Context: an optimization exercise on an open-source flow, tuned for small area and a short achievable clock period. The choices shown serve that exercise and are no tape-out recipe. No run shown here included a check of the RTL's function; only the layout flow was run.

==> flow/design.v (outline; a module is shown in full before it is edited, if it fits) <==
// module full_adder: 10 lines
// module final_adder: 244 lines
// module fp32_unpacker: 22 lines
// module fp32_aligner: 18 lines
// module wallace_tree_8_inputs: 507 lines
// module fp32_normalizer_rounder: 532 lines
// module fp32_packer: 14 lines
// module fp32_adder_tree_8_inputs: 511 lines
module fp32_adder_tree_8_inputs (
    input wire clk,
    input wire rst_n,
    input wire [127:0] dvr_fp32addtree8to1_s0,
    input wire [127:0] dvr_fp32addtree8to1_s1,
    input wire [2:0] cru_fp32addtree8to1,
    output wire [127:0] dr_fp32addtree8to1_d
);
  // ...
==> flow/flow/run.sh <==
#!/bin/bash
# Layout flow: ORFS, with two changes to its synthesis script and a setup
# margin for timing repair.
#  - synthesis: Yosys's generic synth step runs without its quick ABC pass, so
#    the full adders written in the RTL reach extract_fa as written (no
#    inverters around them); the final ABC mapping uses flow/abc.script.
#  - layout: standard steps; repair_timing aims at SETUP_SLACK_MARGIN; the
#    port buffers are the platform's smallest buffer.
# Each tool's output goes to ORFS's own logs (orfs/logs/...); make's output to flow.log.
set -euo pipefail
HERE=$(pwd)
FL=$HERE/flow
source $FL/params.sh
sed -e 's#^source \$::env(SCRIPTS_DIR)/synth_preamble.tcl#&\nset abc_args [lreplace $abc_args 1 1 '"$FL"'/abc.script]#' \
    -e 's#synth -top \$::env(DESIGN_NAME) -run fine: {\*}\$synth_full_args#& -noabc#' \
    $FLOW_HOME/scripts/synth.tcl > $HERE/my_synth.tcl
grep -q -- '-noabc' $HERE/my_synth.tcl
grep -q 'abc.script\]' $HERE/my_synth.tcl
sed -e "s#source \$::env(SCRIPTS_DIR)/synth.tcl#source $HERE/my_synth.tcl#" synth_recipe.tcl > my_synth_recipe.tcl
grep -q my_synth.tcl my_synth_recipe.tcl
sed -e "s#SYNTH_SCRIPT=[^ ]*#SYNTH_SCRIPT=$HERE/my_synth_recipe.tcl#" standard.sh > my_standard.sh
grep -q my_synth_recipe.tcl my_standard.sh
export SETUP_SLACK_MARGIN=$MARGIN
# every port still gets a buffer, the smallest one
export BUFFER_PORTS_ARGS="${PORTBUF:--buffer_cell sky130_fd_sc_hd__buf_1}"
bash my_standard.sh finish > flow.log 2>&1
==> flow/flow/abc.script <==
strash
dch
map -B 0.9 -a
topo
mfs
strash
dch
map -B 0.9
topo
mfs
strash
dch
map -B 0.9
topo
stime -c
==> flow/flow/params.sh <==
MARGIN=42.5

==> flow/standard.sh <==
#!/bin/bash
# synth_recipe.tcl (not shown) runs the flow's synth.tcl, then flattens the netlist and writes it again
# the make line also repeats each setting of config.mk as NAME=value (left out here)
make -C /OpenROAD-flow-scripts/flow DESIGN_CONFIG=/design/flow/config.mk WORK_HOME=/design/flow/orfs CLKGATE_MAP_FILE= SYNTH_SCRIPT=/design/flow/synth_recipe.tcl "${@:-finish}"
==> flow/config.mk <==
export PLATFORM = sky130hd
export DESIGN_NAME = fp32_adder_tree_8_inputs
export DESIGN_NICKNAME = fp32_adder_tree_8_inputs
export VERILOG_FILES = /design/flow/design.v
export SDC_FILE = /design/flow/constraint.sdc
export NUM_CORES = 8
export LEC_CHECK = 0
export ABC_AREA = 1
export CAP_MARGIN = 20
export CORE_MARGIN = 2
export CORE_UTILIZATION = 40
export SLEW_MARGIN = 20
==> flow/constraint.sdc <==
create_clock -name core_clock -period 64.0 [get_ports {clk}]
set_input_delay 12.8000 -clock core_clock [delete_from_list [all_inputs] [get_ports {clk}]]
set_output_delay 12.8000 -clock core_clock [all_outputs]
set_load 0.01 [all_outputs]
==> metrics.md, run 1 <==
| Metric | Value |
|---|---|
| Global routing's busiest layer | `met2` |
| CP Capture Type | `flip-flop` |
| Die ar. | `0.0811 mm²` |
| Outcome | `finished clean` |
| Synth Area in Compound Gates | `0.193` |
| Final net count | `around 6500` |
| Final Hold Fails | `0` |
| Achievable Freq | `about 47 MHz` |
| Startpoint Class | `primary input` |
| HPWL Detailed | `122000 µm` |
| Final instance area | `around 0.037 mm²` |
| Cell Count Post-Placement | `approximately 6800` |
| Ys flop type | `dfxtp_1` |
| GR Overflow Total | `0` |
| Initial antenna violation count | `6` |
| Synth area leaders | `nand2_1, fa_1, o21ai_0` |
| Critical Path End | `row_a_q[1]` |
| Root Buffer | `clkbuf_16` |
| Top-level I/O count | `389` |
| Residual DRC | `0` |
| Met3 usage in global routing | `0.0230` |
| Worst min path class | `in -> async` |
| Final Critical Period | `~21 ns` |
| Non-Clock Buffer Count | `roughly 500` |
| Die Wd | `around 280 µm` |
| Sequential-to-total area share from yosys stat | `0.0548` |
| Inverters | `roughly 700` |
| Slew HR | `0.243` |
| Largest Register | `row_a_q` |
| Critical path depth | `between 40 and 50` |
| Biggest area consumer among synthesized cells | `nand2_1` |
| Post-CTS Setup Inserts | `12` |
| CP Class | `in -> reg` |
| Max Cap Viol | `0` |
| CTS tree | `built` |
| Sequential cell area share | `0.0463` |
| Routed via count | `roughly 38000` |
| Period utilisation layout | `0.331` |
| CP required | `64.25 ns` |
==> run 2, diff against run 1 <==
--- a/flow/design.v
+++ b/flow/design.v
@@ -795,407 +795,214 @@
     wire t_s224, t_c224;
     full_adder t_fa224 (.a(t_s191), .b(t_c157), .cin(t_c190), .sum(t_s224), .cout(t_c224));
     wire t_s225, t_c225;
     full_adder t_fa225 (.a(k[5]), .b(t_c158), .cin(t_c191), .sum(t_s225), .cout(t_c225));
     assign row_a = {k[7], k[6], t_s225, t_s224, t_s223, t_s222, t_s221, t_s220, t_s219, t_s218, t_s217, t_s216, t_s215, t_s214, t_s213, t_s212, t_s211, t_s210, t_s209, t_s208, t_s207, t_s206, t_s205, t_s204, t_s203, t_s202, t_s201, t_s200, t_s199, t_s198, t_s197, t_s196, t_s195, t_s194, t_s193, t_s192};
     assign row_b = {1'b0, t_c225, t_c224, t_c223, t_c222, t_c221, t_c220, t_c219, t_c218, t_c217, t_c216, t_c215, t_c214, t_c213, t_c212, t_c211, t_c210, t_c209, t_c208, t_c207, t_c206, t_c205, t_c204, t_c203, t_c202, t_c201, t_c200, t_c199, t_c198, t_c197, t_c196, t_c195, t_c194, t_c193, t_c192, k[0]};
 endmodule
 module fp32_normalizer_rounder (
-    input  wire [34:0] raw,         
-    input  wire        neg,         
+    input  wire [34:0] mag,
     input  wire [7:0]  exp_in,      
     output wire [30:0] res,         
     output wire        overflow
 );
     wire [31:0] lim = (exp_in <= 8'd32) ? (32'd1 << (6'd32 - exp_in[5:0])) : 32'd0;
-    wire [34:0] mag = raw ^ {35{neg}};
-    wire [63:0] lzp = {raw | {3'b000, lim}, 1'b1, 28'b0};
-    wire [63:0] lzn = {~raw | {3'b000, lim}, 1'b1, 28'b0};
-    wire lp_z0_0 = ~lzp[63];
-    wire lp_z0_1 = ~lzp[62];
-    wire lp_z0_2 = ~lzp[61];
-    wire lp_z0_3 = ~lzp[60];
-    wire lp_z0_4 = ~lzp[59];
-    wire lp_z0_5 = ~lzp[58];
-    wire lp_z0_6 = ~lzp[57];
-    wire lp_z0_7 = ~lzp[56];
-    wire lp_z0_8 = ~lzp[55];
-    wire lp_z0_9 = ~lzp[54];
-    wire lp_z0_10 = ~lzp[53];
-    wire lp_z0_11 = ~lzp[52];
-    wire lp_z0_12 = ~lzp[51];
-    wire lp_z0_13 = ~lzp[50];
-    wire lp_z0_14 = ~lzp[49];
-    wire lp_z0_15 = ~lzp[48];
-    wire lp_z0_16 = ~lzp[47];
-    wire lp_z0_17 = ~lzp[46];
-    wire lp_z0_18 = ~lzp[45];
-    wire lp_z0_19 = ~lzp[44];
-    wire lp_z0_20 = ~lzp[43];
-    wire lp_z0_21 = ~lzp[42];
-    wire lp_z0_22 = ~lzp[41];
-    wire lp_z0_23 = ~lzp[40];
-    wire lp_z0_24 = ~lzp[39];
-    wire lp_z0_25 = ~lzp[38];
-    wire lp_z0_26 = ~lzp[37];
-    wire lp_z0_27 = ~lzp[36];
-    wire lp_z0_28 = ~lzp[35];
-    wire lp_z0_29 = ~lzp[34];
-    wire lp_z0_30 = ~lzp[33];
-    wire lp_z0_31 = ~lzp[32];
-    wire lp_z0_32 = ~lzp[31];
-    wire lp_z0_33 = ~lzp[30];
-    wire lp_z0_34 = ~lzp[29];
-    wire lp_z0_35 = ~lzp[28];
-    wire lp_z0_36 = ~lzp[27];
-    wire lp_z0_37 = ~lzp[26];
-    wire lp_z0_38 = ~lzp[25];
-    wire lp_z0_39 = ~lzp[24];
-    wire lp_z0_40 = ~lzp[23];
-    wire lp_z0_41 = ~lzp[22];
-    wire lp_z0_42 = ~lzp[21];
-    wire lp_z0_43 = ~lzp[20];
-    wire lp_z0_44 = ~lzp[19];
-    wire lp_z0_45 = ~lzp[18];
-    wire lp_z0_46 = ~lzp[17];
-    wire lp_z0_47 = ~lzp[16];
-    wire lp_z0_48 = ~lzp[15];
-    wire lp_z0_49 = ~lzp[14];
-    wire lp_z0_50 = ~lzp[13];
-    wire lp_z0_51 = ~lzp[12];
-    wire lp_z0_52 = ~lzp[11];
-    wire lp_z0_53 = ~lzp[10];
-    wire lp_z0_54 = ~lzp[9];
-    wire lp_z0_55 = ~lzp[8];
-    wire lp_z0_56 = ~lzp[7];
-    wire lp_z0_57 = ~lzp[6];
-    wire lp_z0_58 = ~lzp[5];
-    wire lp_z0_59 = ~lzp[4];
-    wire lp_z0_60 = ~lzp[3];
-    wire lp_z0_61 = ~lzp[2];
-    wire lp_z0_62 = ~lzp[1];
-    wire lp_z0_63 = ~lzp[0];
-    wire lp_z1_0 = lp_z0_0 & lp_z0_1;
-    wire [0:0] lp_c1_0 = lp_z0_0;
-    wire lp_z1_1 = lp_z0_2 & lp_z0_3;
-    wire [0:0] lp_c1_1 = lp_z0_2;
-    wire lp_z1_2 = lp_z0_4 & lp_z0_5;
-    wire [0:0] lp_c1_2 = lp_z0_4;
-    wire lp_z1_3 = lp_z0_6 & lp_z0_7;
-    wire [0:0] lp_c1_3 = lp_z0_6;
-    wire lp_z1_4 = lp_z0_8 & lp_z0_9;
-    wire [0:0] lp_c1_4 = lp_z0_8;
-    wire lp_z1_5 = lp_z0_10 & lp_z0_11;
-    wire [0:0] lp_c1_5 = lp_z0_10;
-    wire lp_z1_6 = lp_z0_12 & lp_z0_13;
-    wire [0:0] lp_c1_6 = lp_z0_12;
-    wire lp_z1_7 = lp_z0_14 & lp_z0_15;
-    wire [0:0] lp_c1_7 = lp_z0_14;
-    wire lp_z1_8 = lp_z0_16 & lp_z0_17;
-    wire [0:0] lp_c1_8 = lp_z0_16;
-    wire lp_z1_9 = lp_z0_18 & lp_z0_19;
-    wire [0:0] lp_c1_9 = lp_z0_18;
-    wire lp_z1_10 = lp_z0_20 & lp_z0_21;
-    wire [0:0] lp_c1_10 = lp_z0_20;
-    wire lp_z1_11 = lp_z0_22 & lp_z0_23;
-    wire [0:0] lp_c1_11 = lp_z0_22;
-    wire lp_z1_12 = lp_z0_24 & lp_z0_25;
-    wire [0:0] lp_c1_12 = lp_z0_24;
-    wire lp_z1_13 = lp_z0_26 & lp_z0_27;
-    wire [0:0] lp_c1_13 = lp_z0_26;
-    wire lp_z1_14 = lp_z0_28 & lp_z0_29;
-    wire [0:0] lp_c1_14 = lp_z0_28;
-    wire lp_z1_15 = lp_z0_30 & lp_z0_31;
-    wire [0:0] lp_c1_15 = lp_z0_30;
-    wire lp_z1_16 = lp_z0_32 & lp_z0_33;
-    wire [0:0] lp_c1_16 = lp_z0_32;
-    wire lp_z1_17 = lp_z0_34 & lp_z0_35;
-    wire [0:0] lp_c1_17 = lp_z0_34;
-    wire lp_z1_18 = lp_z0_36 & lp_z0_37;
-    wire [0:0] lp_c1_18 = lp_z0_36;
-    wire lp_z1_19 = lp_z0_38 & lp_z0_39;
-    wire [0:0] lp_c1_19 = lp_z0_38;
-    wire lp_z1_20 = lp_z0_40 & lp_z0_41;
-    wire [0:0] lp_c1_20 = lp_z0_40;
-    wire lp_z1_21 = lp_z0_42 & lp_z0_43;
-    wire [0:0] lp_c1_21 = lp_z0_42;
-    wire lp_z1_22 = lp_z0_44 & lp_z0_45;
-    wire [0:0] lp_c1_22 = lp_z0_44;
-    wire lp_z1_23 = lp_z0_46 & lp_z0_47;
-    wire [0:0] lp_c1_23 = lp_z0_46;
-    wire lp_z1_24 = lp_z0_48 & lp_z0_49;
-    wire [0:0] lp_c1_24 = lp_z0_48;
-    wire lp_z1_25 = lp_z0_50 & lp_z0_51;
-    wire [0:0] lp_c1_25 = lp_z0_50;
-    wire lp_z1_26 = lp_z0_52 & lp_z0_53;
-    wire [0:0] lp_c1_26 = lp_z0_52;
-    wire lp_z1_27 = lp_z0_54 & lp_z0_55;
-    wire [0:0] lp_c1_27 = lp_z0_54;
-    wire lp_z1_28 = lp_z0_56 & lp_z0_57;
-    wire [0:0] lp_c1_28 = lp_z0_56;
-    wire lp_z1_29 = lp_z0_58 & lp_z0_59;
-    wire [0:0] lp_c1_29 = lp_z0_58;
-    wire lp_z1_30 = lp_z0_60 & lp_z0_61;
-    wire [0:0] lp_c1_30 = lp_z0_60;
-    wire lp_z1_31 = lp_z0_62 & lp_z0_63;
-    wire [0:0] lp_c1_31 = lp_z0_62;
-    wire lp_z2_0 = lp_z1_0 & lp_z1_1;
-    wire [1:0] lp_c2_0 = lp_z1_0 ? {1'b1, lp_c1_1} : {1'b0, lp_c1_0};
-    wire lp_z2_1 = lp_z1_2 & lp_z1_3;
-    wire [1:0] lp_c2_1 = lp_z1_2 ? {1'b1, lp_c1_3} : {1'b0, lp_c1_2};
-    wire lp_z2_2 = lp_z1_4 & lp_z1_5;
-    wire [1:0] lp_c2_2 = lp_z1_4 ? {1'b1, lp_c1_5} : {1'b0, lp_c1_4};
-    wire lp_z2_3 = lp_z1_6 & lp_z1_7;
-    wire [1:0] lp_c2_3 = lp_z1_6 ? {1'b1, lp_c1_7} : {1'b0, lp_c1_6};
-    wire lp_z2_4 = lp_z1_8 & lp_z1_9;
-    wire [1:0] lp_c2_4 = lp_z1_8 ? {1'b1, lp_c1_9} : {1'b0, lp_c1_8};
-    wire lp_z2_5 = lp_z1_10 & lp_z1_11;
-    wire [1:0] lp_c2_5 = lp_z1_10 ? {1'b1, lp_c1_11} : {1'b0, lp_c1_10};
-    wire lp_z2_6 = lp_z1_12 & lp_z1_13;
-    wire [1:0] lp_c2_6 = lp_z1_12 ? {1'b1, lp_c1_13} : {1'b0, lp_c1_12};
-    wire lp_z2_7 = lp_z1_14 & lp_z1_15;
-    wire [1:0] lp_c2_7 = lp_z1_14 ? {1'b1, lp_c1_15} : {1'b0, lp_c1_14};
-    wire lp_z2_8 = lp_z1_16 & lp_z1_17;
-    wire [1:0] lp_c2_8 = lp_z1_16 ? {1'b1, lp_c1_17} : {1'b0, lp_c1_16};
-    wire lp_z2_9 = lp_z1_18 & lp_z1_19;
-    wire [1:0] lp_c2_9 = lp_z1_18 ? {1'b1, lp_c1_19} : {1'b0, lp_c1_18};
-    wire lp_z2_10 = lp_z1_20 & lp_z1_21;
-    wire [1:0] lp_c2_10 = lp_z1_20 ? {1'b1, lp_c1_21} : {1'b0, lp_c1_20};
-    wire lp_z2_11 = lp_z1_22 & lp_z1_23;
-    wire [1:0] lp_c2_11 = lp_z1_22 ? {1'b1, lp_c1_23} : {1'b0, lp_c1_22};
-    wire lp_z2_12 = lp_z1_24 & lp_z1_25;
-    wire [1:0] lp_c2_12 = lp_z1_24 ? {1'b1, lp_c1_25} : {1'b0, lp_c1_24};
-    wire lp_z2_13 = lp_z1_26 & lp_z1_27;
-    wire [1:0] lp_c2_13 = lp_z1_26 ? {1'b1, lp_c1_27} : {1'b0, lp_c1_26};
-    wire lp_z2_14 = lp_z1_28 & lp_z1_29;
-    wire [1:0] lp_c2_14 = lp_z1_28 ? {1'b1, lp_c1_29} : {1'b0, lp_c1_28};
-    wire lp_z2_15 = lp_z1_30 & lp_z1_31;
-    wire [1:0] lp_c2_15 = lp_z1_30 ? {1'b1, lp_c1_31} : {1'b0, lp_c1_30};
-    wire lp_z3_0 = lp_z2_0 & lp_z2_1;
-    wire [2:0] lp_c3_0 = lp_z2_0 ? {1'b1, lp_c2_1} : {1'b0, lp_c2_0};
-    wire lp_z3_1 = lp_z2_2 & lp_z2_3;
-    wire [2:0] lp_c3_1 = lp_z2_2 ? {1'b1, lp_c2_3} : {1'b0, lp_c2_2};
-    wire lp_z3_2 = lp_z2_4 & lp_z2_5;
-    wire [2:0] lp_c3_2 = lp_z2_4 ? {1'b1, lp_c2_5} : {1'b0, lp_c2_4};
-    wire lp_z3_3 = lp_z2_6 & lp_z2_7;
-    wire [2:0] lp_c3_3 = lp_z2_6 ? {1'b1, lp_c2_7} : {1'b0, lp_c2_6};
-    wire lp_z3_4 = lp_z2_8 & lp_z2_9;
-    wire [2:0] lp_c3_4 = lp_z2_8 ? {1'b1, lp_c2_9} : {1'b0, lp_c2_8};
-    wire lp_z3_5 = lp_z2_10 & lp_z2_11;
-    wire [2:0] lp_c3_5 = lp_z2_10 ? {1'b1, lp_c2_11} : {1'b0, lp_c2_10};
-    wire lp_z3_6 = lp_z2_12 & lp_z2_13;
-    wire [2:0] lp_c3_6 = lp_z2_12 ? {1'b1, lp_c2_13} : {1'b0, lp_c2_12};
-    wire lp_z3_7 = lp_z2_14 & lp_z2_15;
-    wire [2:0] lp_c3_7 = lp_z2_14 ? {1'b1, lp_c2_15} : {1'b0, lp_c2_14};
-    wire lp_z4_0 = lp_z3_0 & lp_z3_1;
-    wire [3:0] lp_c4_0 = lp_z3_0 ? {1'b1, lp_c3_1} : {1'b0, lp_c3_0};
-    wire lp_z4_1 = lp_z3_2 & lp_z3_3;
-    wire [3:0] lp_c4_1 = lp_z3_2 ? {1'b1, lp_c3_3} : {1'b0, lp_c3_2};
-    wire lp_z4_2 = lp_z3_4 & lp_z3_5;
-    wire [3:0] lp_c4_2 = lp_z3_4 ? {1'b1, lp_c3_5} : {1'b0, lp_c3_4};
-    wire lp_z4_3 = lp_z3_6 & lp_z3_7;
-    wire [3:0] lp_c4_3 = lp_z3_6 ? {1'b1, lp_c3_7} : {1'b0, lp_c3_6};
-    wire lp_z5_0 = lp_z4_0 & lp_z4_1;
-    wire [4:0] lp_c5_0 = lp_z4_0 ? {1'b1, lp_c4_1} : {1'b0, lp_c4_0};
-    wire lp_z5_1 = lp_z4_2 & lp_z4_3;
-    wire [4:0] lp_c5_1 = lp_z4_2 ? {1'b1, lp_c4_3} : {1'b0, lp_c4_2};
-    wire lp_z6_0 = lp_z5_0 & lp_z5_1;
-    wire [5:0] lp_c6_0 = lp_z5_0 ? {1'b1, lp_c5_1} : {1'b0, lp_c5_0};
-    wire ln_z0_0 = ~lzn[63];
-    wire ln_z0_1 = ~lzn[62];
-    wire ln_z0_2 = ~lzn[61];
-    wire ln_z0_3 = ~lzn[60];
-    wire ln_z0_4 = ~lzn[59];
-    wire ln_z0_5 = ~lzn[58];
-    wire ln_z0_6 = ~lzn[57];
-    wire ln_z0_7 = ~lzn[56];
-    wire ln_z0_8 = ~lzn[55];
-    wire ln_z0_9 = ~lzn[54];
-    wire ln_z0_10 = ~lzn[53];
-    wire ln_z0_11 = ~lzn[52];
-    wire ln_z0_12 = ~lzn[51];
-    wire ln_z0_13 = ~lzn[50];
-    wire ln_z0_14 = ~lzn[49];
-    wire ln_z0_15 = ~lzn[48];
-    wire ln_z0_16 = ~lzn[47];
-    wire ln_z0_17 = ~lzn[46];
-    wire ln_z0_18 = ~lzn[45];
-    wire ln_z0_19 = ~lzn[44];
-    wire ln_z0_20 = ~lzn[43];
-    wire ln_z0_21 = ~lzn[42];
-    wire ln_z0_22 = ~lzn[41];
-    wire ln_z0_23 = ~lzn[40];
-    wire ln_z0_24 = ~lzn[39];
-    wire ln_z0_25 = ~lzn[38];
-    wire ln_z0_26 = ~lzn[37];
-    wire ln_z0_27 = ~lzn[36];
-    wire ln_z0_28 = ~lzn[35];
-    wire ln_z0_29 = ~lzn[34];
-    wire ln_z0_30 = ~lzn[33];
-    wire ln_z0_31 = ~lzn[32];
-    wire ln_z0_32 = ~lzn[31];
-    wire ln_z0_33 = ~lzn[30];
-    wire ln_z0_34 = ~lzn[29];
-    wire ln_z0_35 = ~lzn[28];
-    wire ln_z0_36 = ~lzn[27];
-    wire ln_z0_37 = ~lzn[26];
-    wire ln_z0_38 = ~lzn[25];
-    wire ln_z0_39 = ~lzn[24];
-    wire ln_z0_40 = ~lzn[23];
-    wire ln_z0_41 = ~lzn[22];
-    wire ln_z0_42 = ~lzn[21];
-    wire ln_z0_43 = ~lzn[20];
-    wire ln_z0_44 = ~lzn[19];
-    wire ln_z0_45 = ~lzn[18];
-    wire ln_z0_46 = ~lzn[17];
-    wire ln_z0_47 = ~lzn[16];
-    wire ln_z0_48 = ~lzn[15];
-    wire ln_z0_49 = ~lzn[14];
-    wire ln_z0_50 = ~lzn[13];
-    wire ln_z0_51 = ~lzn[12];
-    wire ln_z0_52 = ~lzn[11];
-    wire ln_z0_53 = ~lzn[10];
-    wire ln_z0_54 = ~lzn[9];
-    wire ln_z0_55 = ~lzn[8];
-    wire ln_z0_56 = ~lzn[7];
-    wire ln_z0_57 = ~lzn[6];
-    wire ln_z0_58 = ~lzn[5];
-    wire ln_z0_59 = ~lzn[4];
-    wire ln_z0_60 = ~lzn[3];
-    wire ln_z0_61 = ~lzn[2];
-    wire ln_z0_62 = ~lzn[1];
-    wire ln_z0_63 = ~lzn[0];
-    wire ln_z1_0 = ln_z0_0 & ln_z0_1;
-    wire [0:0] ln_c1_0 = ln_z0_0;
-    wire ln_z1_1 = ln_z0_2 & ln_z0_3;
-    wire [0:0] ln_c1_1 = ln_z0_2;
-    wire ln_z1_2 = ln_z0_4 & ln_z0_5;
-    wire [0:0] ln_c1_2 = ln_z0_4;
-    wire ln_z1_3 = ln_z0_6 & ln_z0_7;
-    wire [0:0] ln_c1_3 = ln_z0_6;
-    wire ln_z1_4 = ln_z0_8 & ln_z0_9;
-    wire [0:0] ln_c1_4 = ln_z0_8;
-    wire ln_z1_5 = ln_z0_10 & ln_z0_11;
-    wire [0:0] ln_c1_5 = ln_z0_10;
-    wire ln_z1_6 = ln_z0_12 & ln_z0_13;
-    wire [0:0] ln_c1_6 = ln_z0_12;
-    wire ln_z1_7 = ln_z0_14 & ln_z0_15;
-    wire [0:0] ln_c1_7 = ln_z0_14;
-    wire ln_z1_8 = ln_z0_16 & ln_z0_17;
-    wire [0:0] ln_c1_8 = ln_z0_16;
-    wire ln_z1_9 = ln_z0_18 & ln_z0_19;
-    wire [0:0] ln_c1_9 = ln_z0_18;
-    wire ln_z1_10 = ln_z0_20 & ln_z0_21;
-    wire [0:0] ln_c1_10 = ln_z0_20;
-    wire ln_z1_11 = ln_z0_22 & ln_z0_23;
-    wire [0:0] ln_c1_11 = ln_z0_22;
-    wire ln_z1_12 = ln_z0_24 & ln_z0_25;
-    wire [0:0] ln_c1_12 = ln_z0_24;
-    wire ln_z1_13 = ln_z0_26 & ln_z0_27;
-    wire [0:0] ln_c1_13 = ln_z0_26;
-    wire ln_z1_14 = ln_z0_28 & ln_z0_29;
-    wire [0:0] ln_c1_14 = ln_z0_28;
-    wire ln_z1_15 = ln_z0_30 & ln_z0_31;
-    wire [0:0] ln_c1_15 = ln_z0_30;
-    wire ln_z1_16 = ln_z0_32 & ln_z0_33;
-    wire [0:0] ln_c1_16 = ln_z0_32;
-    wire ln_z1_17 = ln_z0_34 & ln_z0_35;
-    wire [0:0] ln_c1_17 = ln_z0_34;
-    wire ln_z1_18 = ln_z0_36 & ln_z0_37;
-    wire [0:0] ln_c1_18 = ln_z0_36;
-    wire ln_z1_19 = ln_z0_38 & ln_z0_39;
-    wire [0:0] ln_c1_19 = ln_z0_38;
-    wire ln_z1_20 = ln_z0_40 & ln_z0_41;
-    wire [0:0] ln_c1_20 = ln_z0_40;
-    wire ln_z1_21 = ln_z0_42 & ln_z0_43;
-    wire [0:0] ln_c1_21 = ln_z0_42;
-    wire ln_z1_22 = ln_z0_44 & ln_z0_45;
-    wire [0:0] ln_c1_22 = ln_z0_44;
-    wire ln_z1_23 = ln_z0_46 & ln_z0_47;
-    wire [0:0] ln_c1_23 = ln_z0_46;
-    wire ln_z1_24 = ln_z0_48 & ln_z0_49;
-    wire [0:0] ln_c1_24 = ln_z0_48;
-    wire ln_z1_25 = ln_z0_50 & ln_z0_51;
-    wire [0:0] ln_c1_25 = ln_z0_50;
-    wire ln_z1_26 = ln_z0_52 & ln_z0_53;
-    wire [0:0] ln_c1_26 = ln_z0_52;
-    wire ln_z1_27 = ln_z0_54 & ln_z0_55;
-    wire [0:0] ln_c1_27 = ln_z0_54;
-    wire ln_z1_28 = ln_z0_56 & ln_z0_57;
-    wire [0:0] ln_c1_28 = ln_z0_56;
-    wire ln_z1_29 = ln_z0_58 & ln_z0_59;
-    wire [0:0] ln_c1_29 = ln_z0_58;
-    wire ln_z1_30 = ln_z0_60 & ln_z0_61;
-    wire [0:0] ln_c1_30 = ln_z0_60;
-    wire ln_z1_31 = ln_z0_62 & ln_z0_63;
-    wire [0:0] ln_c1_31 = ln_z0_62;
-    wire ln_z2_0 = ln_z1_0 & ln_z1_1;
-    wire [1:0] ln_c2_0 = ln_z1_0 ? {1'b1, ln_c1_1} : {1'b0, ln_c1_0};
-    wire ln_z2_1 = ln_z1_2 & ln_z1_3;
-    wire [1:0] ln_c2_1 = ln_z1_2 ? {1'b1, ln_c1_3} : {1'b0, ln_c1_2};
-    wire ln_z2_2 = ln_z1_4 & ln_z1_5;
-    wire [1:0] ln_c2_2 = ln_z1_4 ? {1'b1, ln_c1_5} : {1'b0, ln_c1_4};
-    wire ln_z2_3 = ln_z1_6 & ln_z1_7;
-    wire [1:0] ln_c2_3 = ln_z1_6 ? {1'b1, ln_c1_7} : {1'b0, ln_c1_6};
-    wire ln_z2_4 = ln_z1_8 & ln_z1_9;
-    wire [1:0] ln_c2_4 = ln_z1_8 ? {1'b1, ln_c1_9} : {1'b0, ln_c1_8};
-    wire ln_z2_5 = ln_z1_10 & ln_z1_11;
-    wire [1:0] ln_c2_5 = ln_z1_10 ? {1'b1, ln_c1_11} : {1'b0, ln_c1_10};
-    wire ln_z2_6 = ln_z1_12 & ln_z1_13;
-    wire [1:0] ln_c2_6 = ln_z1_12 ? {1'b1, ln_c1_13} : {1'b0, ln_c1_12};
-    wire ln_z2_7 = ln_z1_14 & ln_z1_15;
-    wire [1:0] ln_c2_7 = ln_z1_14 ? {1'b1, ln_c1_15} : {1'b0, ln_c1_14};
-    wire ln_z2_8 = ln_z1_16 & ln_z1_17;
-    wire [1:0] ln_c2_8 = ln_z1_16 ? {1'b1, ln_c1_17} : {1'b0, ln_c1_16};
-    wire ln_z2_9 = ln_z1_18 & ln_z1_19;
-    wire [1:0] ln_c2_9 = ln_z1_18 ? {1'b1, ln_c1_19} : {1'b0, ln_c1_18};
-    wire ln_z2_10 = ln_z1_20 & ln_z1_21;
-    wire [1:0] ln_c2_10 = ln_z1_20 ? {1'b1, ln_c1_21} : {1'b0, ln_c1_20};
-    wire ln_z2_11 = ln_z1_22 & ln_z1_23;
-    wire [1:0] ln_c2_11 = ln_z1_22 ? {1'b1, ln_c1_23} : {1'b0, ln_c1_22};
-    wire ln_z2_12 = ln_z1_24 & ln_z1_25;
-    wire [1:0] ln_c2_12 = ln_z1_24 ? {1'b1, ln_c1_25} : {1'b0, ln_c1_24};
-    wire ln_z2_13 = ln_z1_26 & ln_z1_27;
-    wire [1:0] ln_c2_13 = ln_z1_26 ? {1'b1, ln_c1_27} : {1'b0, ln_c1_26};
-    wire ln_z2_14 = ln_z1_28 & ln_z1_29;
-    wire [1:0] ln_c2_14 = ln_z1_28 ? {1'b1, ln_c1_29} : {1'b0, ln_c1_28};
-    wire ln_z2_15 = ln_z1_30 & ln_z1_31;
-    wire [1:0] ln_c2_15 = ln_z1_30 ? {1'b1, ln_c1_31} : {1'b0, ln_c1_30};
-    wire ln_z3_0 = ln_z2_0 & ln_z2_1;
-    wire [2:0] ln_c3_0 = ln_z2_0 ? {1'b1, ln_c2_1} : {1'b0, ln_c2_0};
-    wire ln_z3_1 = ln_z2_2 & ln_z2_3;
-    wire [2:0] ln_c3_1 = ln_z2_2 ? {1'b1, ln_c2_3} : {1'b0, ln_c2_2};
-    wire ln_z3_2 = ln_z2_4 & ln_z2_5;
-    wire [2:0] ln_c3_2 = ln_z2_4 ? {1'b1, ln_c2_5} : {1'b0, ln_c2_4};
-    wire ln_z3_3 = ln_z2_6 & ln_z2_7;
-    wire [2:0] ln_c3_3 = ln_z2_6 ? {1'b1, ln_c2_7} : {1'b0, ln_c2_6};
-    wire ln_z3_4 = ln_z2_8 & ln_z2_9;
-    wire [2:0] ln_c3_4 = ln_z2_8 ? {1'b1, ln_c2_9} : {1'b0, ln_c2_8};
-    wire ln_z3_5 = ln_z2_10 & ln_z2_11;
-    wire [2:0] ln_c3_5 = ln_z2_10 ? {1'b1, ln_c2_11} : {1'b0, ln_c2_10};
-    wire ln_z3_6 = ln_z2_12 & ln_z2_13;
-    wire [2:0] ln_c3_6 = ln_z2_12 ? {1'b1, ln_c2_13} : {1'b0, ln_c2_12};
-    wire ln_z3_7 = ln_z2_14 & ln_z2_15;
-    wire [2:0] ln_c3_7 = ln_z2_14 ? {1'b1, ln_c2_15} : {1'b0, ln_c2_14};
-    wire ln_z4_0 = ln_z3_0 & ln_z3_1;
-    wire [3:0] ln_c4_0 = ln_z3_0 ? {1'b1, ln_c3_1} : {1'b0, ln_c3_0};
-    wire ln_z4_1 = ln_z3_2 & ln_z3_3;
-    wire [3:0] ln_c4_1 = ln_z3_2 ? {1'b1, ln_c3_3} : {1'b0, ln_c3_2};
-    wire ln_z4_2 = ln_z3_4 & ln_z3_5;
-    wire [3:0] ln_c4_2 = ln_z3_4 ? {1'b1, ln_c3_5} : {1'b0, ln_c3_4};
-    wire ln_z4_3 = ln_z3_6 & ln_z3_7;
-    wire [3:0] ln_c4_3 = ln_z3_6 ? {1'b1, ln_c3_7} : {1'b0, ln_c3_6};
-    wire ln_z5_0 = ln_z4_0 & ln_z4_1;
-    wire [4:0] ln_c5_0 = ln_z4_0 ? {1'b1, ln_c4_1} : {1'b0, ln_c4_0};
-    wire ln_z5_1 = ln_z4_2 & ln_z4_3;
-    wire [4:0] ln_c5_1 = ln_z4_2 ? {1'b1, ln_c4_3} : {1'b0, ln_c4_2};
-    wire ln_z6_0 = ln_z5_0 & ln_z5_1;
-    wire [5:0] ln_c6_0 = ln_z5_0 ? {1'b1, ln_c5_1} : {1'b0, ln_c5_0};
-    wire [5:0] sh = neg ? ln_c6_0 : lp_c6_0;
+    wire [63:0] lzv = {mag | {3'b000, lim}, 1'b1, 28'b0};
+    wire lz_z0_0 = ~lzv[63];
+    wire lz_z0_1 = ~lzv[62];
+    wire lz_z0_2 = ~lzv[61];
+    wire lz_z0_3 = ~lzv[60];
+    wire lz_z0_4 = ~lzv[59];
+    wire lz_z0_5 = ~lzv[58];
+    wire lz_z0_6 = ~lzv[57];
+    wire lz_z0_7 = ~lzv[56];
+    wire lz_z0_8 = ~lzv[55];
+    wire lz_z0_9 = ~lzv[54];
+    wire lz_z0_10 = ~lzv[53];
+    wire lz_z0_11 = ~lzv[52];
+    wire lz_z0_12 = ~lzv[51];
+    wire lz_z0_13 = ~lzv[50];
+    wire lz_z0_14 = ~lzv[49];
+    wire lz_z0_15 = ~lzv[48];
+    wire lz_z0_16 = ~lzv[47];
+    wire lz_z0_17 = ~lzv[46];
+    wire lz_z0_18 = ~lzv[45];
+    wire lz_z0_19 = ~lzv[44];
+    wire lz_z0_20 = ~lzv[43];
+    wire lz_z0_21 = ~lzv[42];
+    wire lz_z0_22 = ~lzv[41];
+    wire lz_z0_23 = ~lzv[40];
+    wire lz_z0_24 = ~lzv[39];
+    wire lz_z0_25 = ~lzv[38];
+    wire lz_z0_26 = ~lzv[37];
+    wire lz_z0_27 = ~lzv[36];
+    wire lz_z0_28 = ~lzv[35];
+    wire lz_z0_29 = ~lzv[34];
+    wire lz_z0_30 = ~lzv[33];
+    wire lz_z0_31 = ~lzv[32];
+    wire lz_z0_32 = ~lzv[31];
+    wire lz_z0_33 = ~lzv[30];
+    wire lz_z0_34 = ~lzv[29];
+    wire lz_z0_35 = ~lzv[28];
+    wire lz_z0_36 = ~lzv[27];
+    wire lz_z0_37 = ~lzv[26];
+    wire lz_z0_38 = ~lzv[25];
+    wire lz_z0_39 = ~lzv[24];
+    wire lz_z0_40 = ~lzv[23];
+    wire lz_z0_41 = ~lzv[22];
+    wire lz_z0_42 = ~lzv[21];
+    wire lz_z0_43 = ~lzv[20];
+    wire lz_z0_44 = ~lzv[19];
+    wire lz_z0_45 = ~lzv[18];
+    wire lz_z0_46 = ~lzv[17];
+    wire lz_z0_47 = ~lzv[16];
+    wire lz_z0_48 = ~lzv[15];
+    wire lz_z0_49 = ~lzv[14];
+    wire lz_z0_50 = ~lzv[13];
+    wire lz_z0_51 = ~lzv[12];
+    wire lz_z0_52 = ~lzv[11];
+    wire lz_z0_53 = ~lzv[10];
+    wire lz_z0_54 = ~lzv[9];
+    wire lz_z0_55 = ~lzv[8];
+    wire lz_z0_56 = ~lzv[7];
+    wire lz_z0_57 = ~lzv[6];
+    wire lz_z0_58 = ~lzv[5];
+    wire lz_z0_59 = ~lzv[4];
+    wire lz_z0_60 = ~lzv[3];
+    wire lz_z0_61 = ~lzv[2];
+    wire lz_z0_62 = ~lzv[1];
+    wire lz_z0_63 = ~lzv[0];
+    wire lz_z1_0 = lz_z0_0 & lz_z0_1;
+    wire [0:0] lz_c1_0 = lz_z0_0;
+    wire lz_z1_1 = lz_z0_2 & lz_z0_3;
+    wire [0:0] lz_c1_1 = lz_z0_2;
+    wire lz_z1_2 = lz_z0_4 & lz_z0_5;
+    wire [0:0] lz_c1_2 = lz_z0_4;
+    wire lz_z1_3 = lz_z0_6 & lz_z0_7;
+    wire [0:0] lz_c1_3 = lz_z0_6;
+    wire lz_z1_4 = lz_z0_8 & lz_z0_9;
+    wire [0:0] lz_c1_4 = lz_z0_8;
+    wire lz_z1_5 = lz_z0_10 & lz_z0_11;
+    wire [0:0] lz_c1_5 = lz_z0_10;
+    wire lz_z1_6 = lz_z0_12 & lz_z0_13;
+    wire [0:0] lz_c1_6 = lz_z0_12;
+    wire lz_z1_7 = lz_z0_14 & lz_z0_15;
+    wire [0:0] lz_c1_7 = lz_z0_14;
+    wire lz_z1_8 = lz_z0_16 & lz_z0_17;
+    wire [0:0] lz_c1_8 = lz_z0_16;
+    wire lz_z1_9 = lz_z0_18 & lz_z0_19;
+    wire [0:0] lz_c1_9 = lz_z0_18;
+    wire lz_z1_10 = lz_z0_20 & lz_z0_21;
+    wire [0:0] lz_c1_10 = lz_z0_20;
+    wire lz_z1_11 = lz_z0_22 & lz_z0_23;
+    wire [0:0] lz_c1_11 = lz_z0_22;
+    wire lz_z1_12 = lz_z0_24 & lz_z0_25;
+    wire [0:0] lz_c1_12 = lz_z0_24;
+    wire lz_z1_13 = lz_z0_26 & lz_z0_27;
+    wire [0:0] lz_c1_13 = lz_z0_26;
+    wire lz_z1_14 = lz_z0_28 & lz_z0_29;
+    wire [0:0] lz_c1_14 = lz_z0_28;
+    wire lz_z1_15 = lz_z0_30 & lz_z0_31;
+    wire [0:0] lz_c1_15 = lz_z0_30;
+    wire lz_z1_16 = lz_z0_32 & lz_z0_33;
+    wire [0:0] lz_c1_16 = lz_z0_32;
+    wire lz_z1_17 = lz_z0_34 & lz_z0_35;
+    wire [0:0] lz_c1_17 = lz_z0_34;
+    wire lz_z1_18 = lz_z0_36 & lz_z0_37;
+    wire [0:0] lz_c1_18 = lz_z0_36;
+    wire lz_z1_19 = lz_z0_38 & lz_z0_39;
+    wire [0:0] lz_c1_19 = lz_z0_38;
+    wire lz_z1_20 = lz_z0_40 & lz_z0_41;
+    wire [0:0] lz_c1_20 = lz_z0_40;
+    wire lz_z1_21 = lz_z0_42 & lz_z0_43;
+    wire [0:0] lz_c1_21 = lz_z0_42;
+    wire lz_z1_22 = lz_z0_44 & lz_z0_45;
+    wire [0:0] lz_c1_22 = lz_z0_44;
+    wire lz_z1_23 = lz_z0_46 & lz_z0_47;
+    wire [0:0] lz_c1_23 = lz_z0_46;
+    wire lz_z1_24 = lz_z0_48 & lz_z0_49;
+    wire [0:0] lz_c1_24 = lz_z0_48;
+    wire lz_z1_25 = lz_z0_50 & lz_z0_51;
+    wire [0:0] lz_c1_25 = lz_z0_50;
+    wire lz_z1_26 = lz_z0_52 & lz_z0_53;
+    wire [0:0] lz_c1_26 = lz_z0_52;
+    wire lz_z1_27 = lz_z0_54 & lz_z0_55;
+    wire [0:0] lz_c1_27 = lz_z0_54;
+    wire lz_z1_28 = lz_z0_56 & lz_z0_57;
+    wire [0:0] lz_c1_28 = lz_z0_56;
+    wire lz_z1_29 = lz_z0_58 & lz_z0_59;
+    wire [0:0] lz_c1_29 = lz_z0_58;
+    wire lz_z1_30 = lz_z0_60 & lz_z0_61;
+    wire [0:0] lz_c1_30 = lz_z0_60;
+    wire lz_z1_31 = lz_z0_62 & lz_z0_63;
+    wire [0:0] lz_c1_31 = lz_z0_62;
+    wire lz_z2_0 = lz_z1_0 & lz_z1_1;
+    wire [1:0] lz_c2_0 = lz_z1_0 ? {1'b1, lz_c1_1} : {1'b0, lz_c1_0};
+    wire lz_z2_1 = lz_z1_2 & lz_z1_3;
+    wire [1:0] lz_c2_1 = lz_z1_2 ? {1'b1, lz_c1_3} : {1'b0, lz_c1_2};
+    wire lz_z2_2 = lz_z1_4 & lz_z1_5;
+    wire [1:0] lz_c2_2 = lz_z1_4 ? {1'b1, lz_c1_5} : {1'b0, lz_c1_4};
+    wire lz_z2_3 = lz_z1_6 & lz_z1_7;
+    wire [1:0] lz_c2_3 = lz_z1_6 ? {1'b1, lz_c1_7} : {1'b0, lz_c1_6};
+    wire lz_z2_4 = lz_z1_8 & lz_z1_9;
+    wire [1:0] lz_c2_4 = lz_z1_8 ? {1'b1, lz_c1_9} : {1'b0, lz_c1_8};
+    wire lz_z2_5 = lz_z1_10 & lz_z1_11;
+    wire [1:0] lz_c2_5 = lz_z1_10 ? {1'b1, lz_c1_11} : {1'b0, lz_c1_10};
+    wire lz_z2_6 = lz_z1_12 & lz_z1_13;
+    wire [1:0] lz_c2_6 = lz_z1_12 ? {1'b1, lz_c1_13} : {1'b0, lz_c1_12};
+    wire lz_z2_7 = lz_z1_14 & lz_z1_15;
+    wire [1:0] lz_c2_7 = lz_z1_14 ? {1'b1, lz_c1_15} : {1'b0, lz_c1_14};
+    wire lz_z2_8 = lz_z1_16 & lz_z1_17;
+    wire [1:0] lz_c2_8 = lz_z1_16 ? {1'b1, lz_c1_17} : {1'b0, lz_c1_16};
+    wire lz_z2_9 = lz_z1_18 & lz_z1_19;
+    wire [1:0] lz_c2_9 = lz_z1_18 ? {1'b1, lz_c1_19} : {1'b0, lz_c1_18};
+    wire lz_z2_10 = lz_z1_20 & lz_z1_21;
+    wire [1:0] lz_c2_10 = lz_z1_20 ? {1'b1, lz_c1_21} : {1'b0, lz_c1_20};
+    wire lz_z2_11 = lz_z1_22 & lz_z1_23;
+    wire [1:0] lz_c2_11 = lz_z1_22 ? {1'b1, lz_c1_23} : {1'b0, lz_c1_22};
+    wire lz_z2_12 = lz_z1_24 & lz_z1_25;
+    wire [1:0] lz_c2_12 = lz_z1_24 ? {1'b1, lz_c1_25} : {1'b0, lz_c1_24};
+    wire lz_z2_13 = lz_z1_26 & lz_z1_27;
+    wire [1:0] lz_c2_13 = lz_z1_26 ? {1'b1, lz_c1_27} : {1'b0, lz_c1_26};
+    wire lz_z2_14 = lz_z1_28 & lz_z1_29;
+    wire [1:0] lz_c2_14 = lz_z1_28 ? {1'b1, lz_c1_29} : {1'b0, lz_c1_28};
+    wire lz_z2_15 = lz_z1_30 & lz_z1_31;
+    wire [1:0] lz_c2_15 = lz_z1_30 ? {1'b1, lz_c1_31} : {1'b0, lz_c1_30};
+    wire lz_z3_0 = lz_z2_0 & lz_z2_1;
+    wire [2:0] lz_c3_0 = lz_z2_0 ? {1'b1, lz_c2_1} : {1'b0, lz_c2_0};
+    wire lz_z3_1 = lz_z2_2 & lz_z2_3;
+    wire [2:0] lz_c3_1 = lz_z2_2 ? {1'b1, lz_c2_3} : {1'b0, lz_c2_2};
+    wire lz_z3_2 = lz_z2_4 & lz_z2_5;
+    wire [2:0] lz_c3_2 = lz_z2_4 ? {1'b1, lz_c2_5} : {1'b0, lz_c2_4};
+    wire lz_z3_3 = lz_z2_6 & lz_z2_7;
+    wire [2:0] lz_c3_3 = lz_z2_6 ? {1'b1, lz_c2_7} : {1'b0, lz_c2_6};
+    wire lz_z3_4 = lz_z2_8 & lz_z2_9;
+    wire [2:0] lz_c3_4 = lz_z2_8 ? {1'b1, lz_c2_9} : {1'b0, lz_c2_8};
+    wire lz_z3_5 = lz_z2_10 & lz_z2_11;
+    wire [2:0] lz_c3_5 = lz_z2_10 ? {1'b1, lz_c2_11} : {1'b0, lz_c2_10};
+    wire lz_z3_6 = lz_z2_12 & lz_z2_13;
+    wire [2:0] lz_c3_6 = lz_z2_12 ? {1'b1, lz_c2_13} : {1'b0, lz_c2_12};
+    wire lz_z3_7 = lz_z2_14 & lz_z2_15;
+    wire [2:0] lz_c3_7 = lz_z2_14 ? {1'b1, lz_c2_15} : {1'b0, lz_c2_14};
+    wire lz_z4_0 = lz_z3_0 & lz_z3_1;
+    wire [3:0] lz_c4_0 = lz_z3_0 ? {1'b1, lz_c3_1} : {1'b0, lz_c3_0};
+    wire lz_z4_1 = lz_z3_2 & lz_z3_3;
+    wire [3:0] lz_c4_1 = lz_z3_2 ? {1'b1, lz_c3_3} : {1'b0, lz_c3_2};
+    wire lz_z4_2 = lz_z3_4 & lz_z3_5;
+    wire [3:0] lz_c4_2 = lz_z3_4 ? {1'b1, lz_c3_5} : {1'b0, lz_c3_4};
+    wire lz_z4_3 = lz_z3_6 & lz_z3_7;
+    wire [3:0] lz_c4_3 = lz_z3_6 ? {1'b1, lz_c3_7} : {1'b0, lz_c3_6};
+    wire lz_z5_0 = lz_z4_0 & lz_z4_1;
+    wire [4:0] lz_c5_0 = lz_z4_0 ? {1'b1, lz_c4_1} : {1'b0, lz_c4_0};
+    wire lz_z5_1 = lz_z4_2 & lz_z4_3;
+    wire [4:0] lz_c5_1 = lz_z4_2 ? {1'b1, lz_c4_3} : {1'b0, lz_c4_2};
+    wire lz_z6_0 = lz_z5_0 & lz_z5_1;
+    wire [5:0] lz_c6_0 = lz_z5_0 ? {1'b1, lz_c5_1} : {1'b0, lz_c5_0};
+    wire [5:0] sh = lz_c6_0;
     wire [34:0] n1 = sh[5] ? {mag[2:0], 32'b0} : mag;
     wire [34:0] n2 = sh[4] ? {n1[18:0], 16'b0} : n1;
     wire [34:0] n3 = sh[3] ? {n2[26:0], 8'b0} : n2;
     wire [34:0] n4 = sh[2] ? {n3[30:0], 4'b0} : n3;
     wire [34:0] n5 = sh[1] ? {n4[32:0], 2'b0} : n4;
     wire [34:0] nn = sh[0] ? {n5[33:0], 1'b0} : n5;
     wire normal = nn[34];
     wire g = nn[10];
@@ -1841,17 +1648,17 @@
     wire [35:0] sum_q;
     final_adder cpa (.a(row_a_q), .b(row_b_q), .sum(sum_q));
     wire neg = sum_q[35];
     wire [34:0] mag = sum_q[34:0] ^ {35{neg}};
     wire zero = ~|mag;
     wire sign = zero ? allneg_q : neg;
     wire [30:0] res;
     wire overflow;
-    fp32_normalizer_rounder nr (.raw(sum_q[34:0]), .neg(neg), .exp_in(emax_q), .res(res), .overflow(overflow));
+    fp32_normalizer_rounder nr (.mag(mag), .exp_in(emax_q), .res(res), .overflow(overflow));
     wire [31:0] fp_sum_result;
     fp32_packer pk (.res_nan(nan_q), .res_inf(inf_q), .inf_sign(ninf_q),
                     .overflow(overflow), .sign(sign), .res(res), .fp_out(fp_sum_result));
     assign dr_fp32addtree8to1_d = {
         {32{valid_q & (seg_q == 2'b11)}} & fp_sum_result,
         {32{valid_q & (seg_q == 2'b10)}} & fp_sum_result,
         {32{valid_q & (seg_q == 2'b01)}} & fp_sum_result,
         {32{valid_q & (seg_q == 2'b00)}} & fp_sum_result};
==> run 2 against run 1 <==
Against the previous run: still clean on timing, DRC and antenna; utilization is 0.75 points lower; synthesized area is 0.24% lower; count of clock-buffer cells in the layout stayed put; hold slack worse by 0.050 ns; routed wire length is 0.60% lower; fmax is 0.23% higher; via count is 0.36% higher; critical endpoint is now row_a_q[7]; highest routed layer unchanged.
==> metrics.md, run 2 <==
| Metric | Value |
|---|---|
| Largest net degree at the start of global routing | `40 (was 38)` |
| Post-Syn Nets | `6061 (was 5994)` |
| Worst setup margin | `42.84 ns (was 42.79 ns)` |
| Max reg flops | `36 (unchanged)` |
| Gpl congestion | `1.05 (was 1.02)` |
| 1st-iter DRT viols | `3494 (was 3515)` |
| Port bufs | `388 (unchanged)` |
| Ys async rst share | `0.0116 (unchanged)` |
| Max Cap Viol | `0 (unchanged)` |
| Sequential-to-total area share from yosys stat | `0.0549 (was 0.0548)` |
| GRT Overall Usage | `0.336 (about the same)` |
| Flop and latch count out of synthesis | `86 (unchanged)` |
| Commonest cells after routing, fill and taps aside | `nand2_1, o21ai_0, clkinv_1, nor2_1, buf_1 (was nand2_1, clkinv_1, o21ai_0, nor2_1, buf_1)` |
| CP Class | `in -> reg (unchanged)` |
| Synth area leaders | `nand2_1, fa_1, o21ai_0 (unchanged)` |
| Final setup TNS | `0 ns (unchanged)` |
| Largest registers | `row_a_q x36, row_b_q x35, emax_q x8 (unchanged)` |
| Finished Core Util | `0.472 (was 0.479)` |
| Count of cell types in the netlist | `43 (was 46)` |
| # hold bufs at CTS | `0 (unchanged)` |
| Ys flop type | `dfxtp_1 (unchanged)` |
| Worst slack, placed | `39.53 ns (was 39.50 ns)` |
| Placed cell area | `0.0346 mm² (was 0.0347 mm²)` |
| Residual DRC | `0 (unchanged)` |
| Final std cells w/o fill | `6960 (was 6922)` |
| Crit path DAT | `21.47 ns (was 21.45 ns)` |
| Cell Count Post-Placement | `6894 (was 6819)` |
| RSZ-0062 raised after global routing | `yes (unchanged)` |
| CP Capture Type | `flip-flop (unchanged)` |
| Largest Register | `row_a_q (unchanged)` |
| Final instance area | `0.0366 mm² (was 0.0373 mm²)` |
| Clk slew on worst S/H paths | `0.08 ns (was 0.07 ns)` |
| Post-DR wirelength/cell | `20.4 µm (was 20.6 µm)` |
| Die ar. | `0.0809 mm² (was 0.0811 mm²)` |
| CP max FO | `35 (was 9)` |
| Post-synthesis instance area | `0.0315 mm² (about the same)` |
| Final Hold Fails | `0 (unchanged)` |
| Post-route ant nets | `0 (unchanged)` |
| Biggest area consumer among synthesized cells | `nand2_1 (unchanged)` |
| Worst min path class | `in -> async (unchanged)` |
| Top cells by count, synth | `nand2_1, o21ai_0, clkinv_1, nor2_1, nand3_1 (was nand2_1, o21ai_0, clkinv_1, nor2_1, xor2_1)` |
| Avg Vias per Cell | `5.51 (was 5.52)` |
| Outcome | `finished clean (unchanged)` |
| Routed via count | `38300 (was 38200)` |
| CP max stage delay | `0.60 ns (was 0.58 ns)` |
| Period utilisation layout | `0.331 (about the same)` |
| CTS Sinks | `86 (unchanged)` |
| Die Ht | `284 µm (was 285 µm)` |
| WHS | `12.18 ns (was 12.23 ns)` |
| Setup Viol. Count Final | `0 (unchanged)` |
| Pins over their slew limit | `0 (unchanged)` |
| GR Overflow Total | `0 (unchanged)` |
| TritonRoute pass-1 iters | `8 (was 6)` |
| Clk buf depth | `2 (unchanged)` |
| Worst-Margin Slew | `1.15 ns (was 1.13 ns)` |
| CTS buffer count | `9 (unchanged)` |
| CP max-delay cell | `fa_2 (was fa_1)` |
| Most frequent cell after synthesis | `nand2_1 (unchanged)` |
| Synth warn | `1 (unchanged)` |
| H-Tree Depth | `3 (unchanged)` |
| Final net count | `6556 (was 6515)` |
| Detailed-route wire length | `142000 µm (was 143000 µm)` |
| Die Wd | `284 µm (was 285 µm)` |
| Top-level I/O count | `389 (unchanged)` |
| FP Rows | `102 (unchanged)` |
| Syn Area/Cell | `5.81 µm² (was 5.89 µm²)` |
| Most used cell, CP | `o21ai_0` |
| CP required | `64.31 ns (was 64.25 ns)` |
| Fill count | `8689 (was 8583)` |
| Most common cell after layout, fill and taps aside | `nand2_1 (unchanged)` |
| CORE AREA | `0.0776 mm² (was 0.0777 mm²)` |
| Post-synth EDFFs | `0 (unchanged)` |
| HPWL Detailed | `120000 µm (was 122000 µm)` |
| Slew HR | `0.226 (was 0.243)` |
| Achievable Freq | `47.3 MHz (was 47.2 MHz)` |
| Startpoint Class | `primary input (unchanged)` |
| Fraction of layout cells with a size suffix above 1 | `0.0774 (was 0.0900)` |
| Vias in the first global route | `35600 (was 34600)` |
| CTS tree | `built (unchanged)` |
| Top cell type's share of synthesized area | `0.198 (was 0.178)` |
| CP startpoint | `dvr_fp32addtree8to1_s1[73] (was dvr_fp32addtree8to1_s1[104])` |
| Initial antenna violation count | `8 (was 6)` |
| Final Critical Period | `21.16 ns (was 21.21 ns)` |
| Post-synthesis instance total | `5418 (was 5352)` |
| Root Buffer | `clkbuf_16 (unchanged)` |
| Initial core utilization | `0.405 (was 0.406)` |
| Synth-to-Final Area Change | `16.4% (was 18.2%)` |
| Global-route wire length before repair | `212000 µm (was 211000 µm)` |
==> run 2: cell count changes in the layout (fill, tap and decap cells not counted), sizes merged, moves of 8 or more <==
cell,delta
xor2,-36
nor4,+8
inv,-17
mux2i,-20
nand2,+170
nor3,-9
nor2,-73
buf,-34
o21ai,-20
o211ai,-9
clkinv,+14
nand4,-13
nand3,+85
nand3b,+9
==> run 2: layout make-up <==
type	count	area, µm²	area share
Timing Repair Buffer	473	2170	0.0593
Multi-Input combinational cell	4636	28200	0.770
Sequential cell	86	1730	0.0472
Tap cell	1040	1300	0.0355
Inverter	706	2860	0.0782
Timing Repair inverter	1	5.00	0.000137
Clock inverter	7	110	0.00301
Antenna cell	2	5.00	0.000137
Clock buffer	9	225	0.00615
==> run 2: timing repair <==
item	CTS	global route
setup buffers	6	29
gates resized for setup	208	283
hold endpoints to repair	0	0
cloned	3	10
setup endpoints to repair	192	192
pin swaps	7	33
==> run 2: worst paths after layout <==
path | end | slack, ns | cells after the start
min in group core_clock | seg_q[1] | 12.52 | 1
setup / recovery | row_a_q[7] | 42.84 | 40
hold / removal | valid_q | 12.18 | 1
max in group asynchronous | valid_q | 51.72 | 1
==> run 2: worst max-delay path: cells and delay by family <==
family	cells	cell delay, ns
compound gates	16	2.59
xor+xnor	1	0.43
fa+ha+maj	6	2.97
buf+inv	4	0.67
simple gates	13	2.01
==> run 2: per-layer routing <==
layer / routed length (µm) / track usage / vias up / share of wire
met5: 42 / 0 / - / 0.00030
met4: 7510 / 0.153 / 6 / 0.053
met3: 9950 / 0.0441 / 310 / 0.070
met2: 65100 / 0.559 / 1473 / 0.46
met1: 59400 / 0.431 / 17600 / 0.42
li1: - / - / 18900 / -
==> run 2: kinds of logic (layout without fill, tap and decap cells) <==
logic type,after synthesis,in the layout,share of synthesized area
muxes,43,43,0.0137
and+or+nand+nor,2826,2834,0.375
buffers and inverters,706,1196,0.0842
other,0,2,0
xor gates and xnor gates,314,314,0.0874
AOI/OAI and AO/OA,1061,1063,0.181
DFF,86,86,0.0549
adders and majority gates,382,382,0.203
==> run 3, diff against run 2 <==
==> flow/flow/params.sh (replaced) <==
MARGIN=43

==> run 3 against run 2 <==
Against the previous run: still clean on timing, DRC and antenna; hold slack got worse by 0.018 ns; count of clock-buffer cells in the layout unchanged; critical path depth decreased by 4; routed wire length increased by 1.6%; synthesized cell count unchanged; cell area increased by 6.2%; die area unchanged; global-route usage decreased by 0.35 points; synthesized area unchanged; sequential share of layout area decreased by 0.28 points.
==> metrics.md, run 3 <==
| Metric | Value |
|---|---|
| Commonest cells after routing, fill and taps aside | `nand2_1, clkinv_1, o21ai_0, nor2_1, buf_1 (was nand2_1, o21ai_0, clkinv_1, nor2_1, buf_1)` |
| Post-synthesis instance area | `0.0315 mm² (unchanged)` |
| Flop and latch count out of synthesis | `86 (unchanged)` |
| Final Critical Period | `20.92 ns (was 21.16 ns)` |
| Outcome | `finished clean (unchanged)` |
| Root Buffer | `clkbuf_16 (unchanged)` |
| Vias in the first global route | `35700 (was 35600)` |
| Slew HR | `0.182 (was 0.226)` |
| Cell Count Post-Placement | `6882 (was 6894)` |
| Syn Area/Cell | `5.81 µm² (unchanged)` |
| Die Wd | `284 µm (unchanged)` |
| Post-DR wirelength/cell | `20.4 µm (about the same)` |
| Worst-Margin Slew | `1.22 ns (was 1.15 ns)` |
| Clk buf depth | `2 (unchanged)` |
| Largest Register | `row_a_q (unchanged)` |
| Global-route wire length before repair | `210000 µm (was 212000 µm)` |
| Initial antenna violation count | `5 (was 8)` |
| # hold bufs at CTS | `0 (unchanged)` |
| CP max-delay cell | `fa_2 (unchanged)` |
| Fill count | `8386 (was 8689)` |
| Top cell type's share of synthesized area | `0.198 (unchanged)` |
| GR Overflow Total | `0 (unchanged)` |
| H-Tree Depth | `3 (unchanged)` |
| Post-Syn Nets | `6061 (unchanged)` |
| Ys flop type | `dfxtp_1 (unchanged)` |
| Synth area leaders | `nand2_1, fa_1, o21ai_0 (unchanged)` |
| FP Rows | `102 (unchanged)` |
| CTS tree | `built (unchanged)` |
| CTS Sinks | `86 (unchanged)` |
| Achievable Freq | `47.8 MHz (was 47.3 MHz)` |
| Avg Vias per Cell | `5.55 (was 5.51)` |
| Clk slew on worst S/H paths | `0.10 ns (was 0.08 ns)` |
| Fraction of layout cells with a size suffix above 1 | `0.133 (was 0.0774)` |
| HPWL Detailed | `118000 µm (was 120000 µm)` |
| Final setup TNS | `0 ns (unchanged)` |
| CTS buffer count | `9 (unchanged)` |
| Post-route ant nets | `0 (unchanged)` |
| CP required | `64.23 ns (was 64.31 ns)` |
| Gpl congestion | `1.07 (was 1.05)` |
| Max reg flops | `36 (unchanged)` |
| Period utilisation layout | `0.327 (was 0.331)` |
| Top-level I/O count | `389 (unchanged)` |
| Die Ht | `284 µm (unchanged)` |
| Port bufs | `388 (unchanged)` |
| Largest registers | `row_a_q x36, row_b_q x35, emax_q x8 (unchanged)` |
| Synth warn | `1 (unchanged)` |
| Pins over their slew limit | `0 (unchanged)` |
| Residual DRC | `0 (unchanged)` |
| GRT Overall Usage | `0.332 (was 0.336)` |
| Worst min path class | `in -> async (unchanged)` |
| Post-synthesis instance total | `5418 (unchanged)` |
| Most frequent cell after synthesis | `nand2_1 (unchanged)` |
| TritonRoute pass-1 iters | `6 (was 8)` |
| Die ar. | `0.0809 mm² (unchanged)` |
| Final std cells w/o fill | `7056 (was 6960)` |
| Top cells by count, synth | `nand2_1, o21ai_0, clkinv_1, nor2_1, nand3_1 (unchanged)` |
| CP Class | `in -> reg (unchanged)` |
| Most common cell after layout, fill and taps aside | `nand2_1 (unchanged)` |
| Sequential-to-total area share from yosys stat | `0.0549 (unchanged)` |
| Final Hold Fails | `0 (unchanged)` |
| Post-synth EDFFs | `0 (unchanged)` |
| Crit path DAT | `21.16 ns (was 21.47 ns)` |
| CP Capture Type | `flip-flop (unchanged)` |
| CP max FO | `17 (was 35)` |
| Max Cap Viol | `0 (unchanged)` |
| Initial core utilization | `0.405 (unchanged)` |
| RSZ-0062 raised after global routing | `yes (unchanged)` |
| CORE AREA | `0.0776 mm² (unchanged)` |
| Detailed-route wire length | `144000 µm (was 142000 µm)` |
| Setup Viol. Count Final | `0 (unchanged)` |
| Final net count | `6652 (was 6556)` |
| Biggest area consumer among synthesized cells | `nand2_1 (unchanged)` |
| Count of cell types in the netlist | `43 (unchanged)` |
| 1st-iter DRT viols | `3555 (was 3494)` |
| Startpoint Class | `primary input (unchanged)` |
| Routed via count | `39200 (was 38300)` |
| CP max stage delay | `0.60 ns (about the same)` |
| Most used cell, CP | `nand2_1 (was o21ai_0)` |
| Synth-to-Final Area Change | `23.7% (was 16.4%)` |
| Largest net degree at the start of global routing | `39 (was 40)` |
| Ys async rst share | `0.0116 (unchanged)` |
==> run 3: cell counts after synthesis <==
Identical to the previous run, type by type.
==> run 3: cells by family (layout without fill, tap and decap cells) <==
group / Yosys count / in the layout / share of synthesized area
AOI/OAI and AO/OA: 1061 / 1063 / 0.181
xor gates and xnor gates: 314 / 314 / 0.0874
other: 0 / 2 / 0
and+or+nand+nor: 2826 / 2846 / 0.375
DFF: 86 / 86 / 0.0549
adders and majority gates: 382 / 382 / 0.203
buffers and inverters: 706 / 1280 / 0.0842
muxes: 43 / 43 / 0.0137
==> run 3: final cells by class <==
| cell class | count | area (µm²) | area share |
|---|---|---|---|
| diodes | 2 | 5.00 | 0.000129 |
| clock buffers | 9 | 225 | 0.00579 |
| clock inverters | 7 | 73.8 | 0.00190 |
| inverters | 706 | 2950 | 0.0757 |
| multi-input cells | 4648 | 29700 | 0.763 |
| flip-flops and latches | 86 | 1730 | 0.0444 |
| well taps | 1040 | 1300 | 0.0334 |
| repair buffers | 545 | 2850 | 0.0732 |
| repair inverters | 13 | 93.8 | 0.00241 |
==> run 3: critical path, delay by kind of cell <==
kind / cells / cell delay, ns
adder cells (fa/ha/maj): 6 / 2.75
AO/OA/AOI/OAI: 8 / 1.86
AND/OR/NAND/NOR: 14 / 1.73
buffers and inverters: 6 / 1.34
XOR/XNOR: 1 / 0.39
multiplexers: 1 / 0.25
==> run 3: path summary, 6_finish.rpt <==
| check | startpoint | cells after the start | end |
|---|---|---|---|
| worst min-delay path | rst_n | 1 | valid_q |
| min in group core_clock | cru_fp32addtree8to1[0] | 1 | seg_q[0] |
| max in group asynchronous | rst_n | 1 | valid_q |
| worst max-delay path | dvr_fp32addtree8to1_s1[110] | 36 | row_a_q[1] |
==> run 3: timing repair <==
item | in CTS | in global routing
pin swaps | 27 | 142
setup endpoints to repair | 192 | 192
gates cloned | 8 | 30
resized for setup | 320 | 679
buffers inserted | 25 | 93
==> run 3: through the flow <==
stage	hold slack (ns)	setup slack [ns]	utilization	area, µm²
3_3_place_gp	12.57	39.62	0.446	34600
5_1_grt	12.17	42.76	0.501	38900
4_1_cts	12.16	43.00	0.466	36100
2_1_floorplan	12.50	42.95	-	31600
6_report	12.16	43.08	0.501	38900
3_5_place_dp	12.57	39.76	0.446	34600
==> run 3: per-layer routing <==
metal / wire (µm) / up-vias / global-route usage
li1: - / 19100 / -
met4: 8230 / 0 / 0.149
met1: 59500 / 18100 / 0.429
met2: 66600 / 1610 / 0.559
met5: 0 / - / 0
met3: 9930 / 370 / 0.0339

afterwards: timing with drivers on the ports:
No port has a modelled driver above. Below, the same layouts with a new extraction and two added sets of constraints. Step 1 sets driving cells, clkbuf_16 on the clock port and buf_2 on the other inputs (assumed; they add their load-dependent delay and slew). Step 2, shift: input delay + t, output delay - t, t = (earliest + latest rising clock arrival at the registers) / 2. This alone moves slack from input paths to output paths. Slacks: no drivers / after step 1 / after step 2; pairs: no drivers / after step 1.
| run | t (ns) | setup WS [ns] | worst slew at a driven data input, ns |
|---|---|---|---|
| run 1 | 0.426 | 42.793 / 42.818 / 42.392 | 0.13 |
| run 2 | 0.410 | 42.843 / 42.863 / 42.453 | 0.20 |
| run 3 | 0.417 | 43.076 / 43.101 / 42.683 | 0.20 |
After both steps setup and hold are still met in every run listed. The setup slack of run 1, which loses most, moves by +0.025 ns with the drivers and by -0.401 ns with both steps.
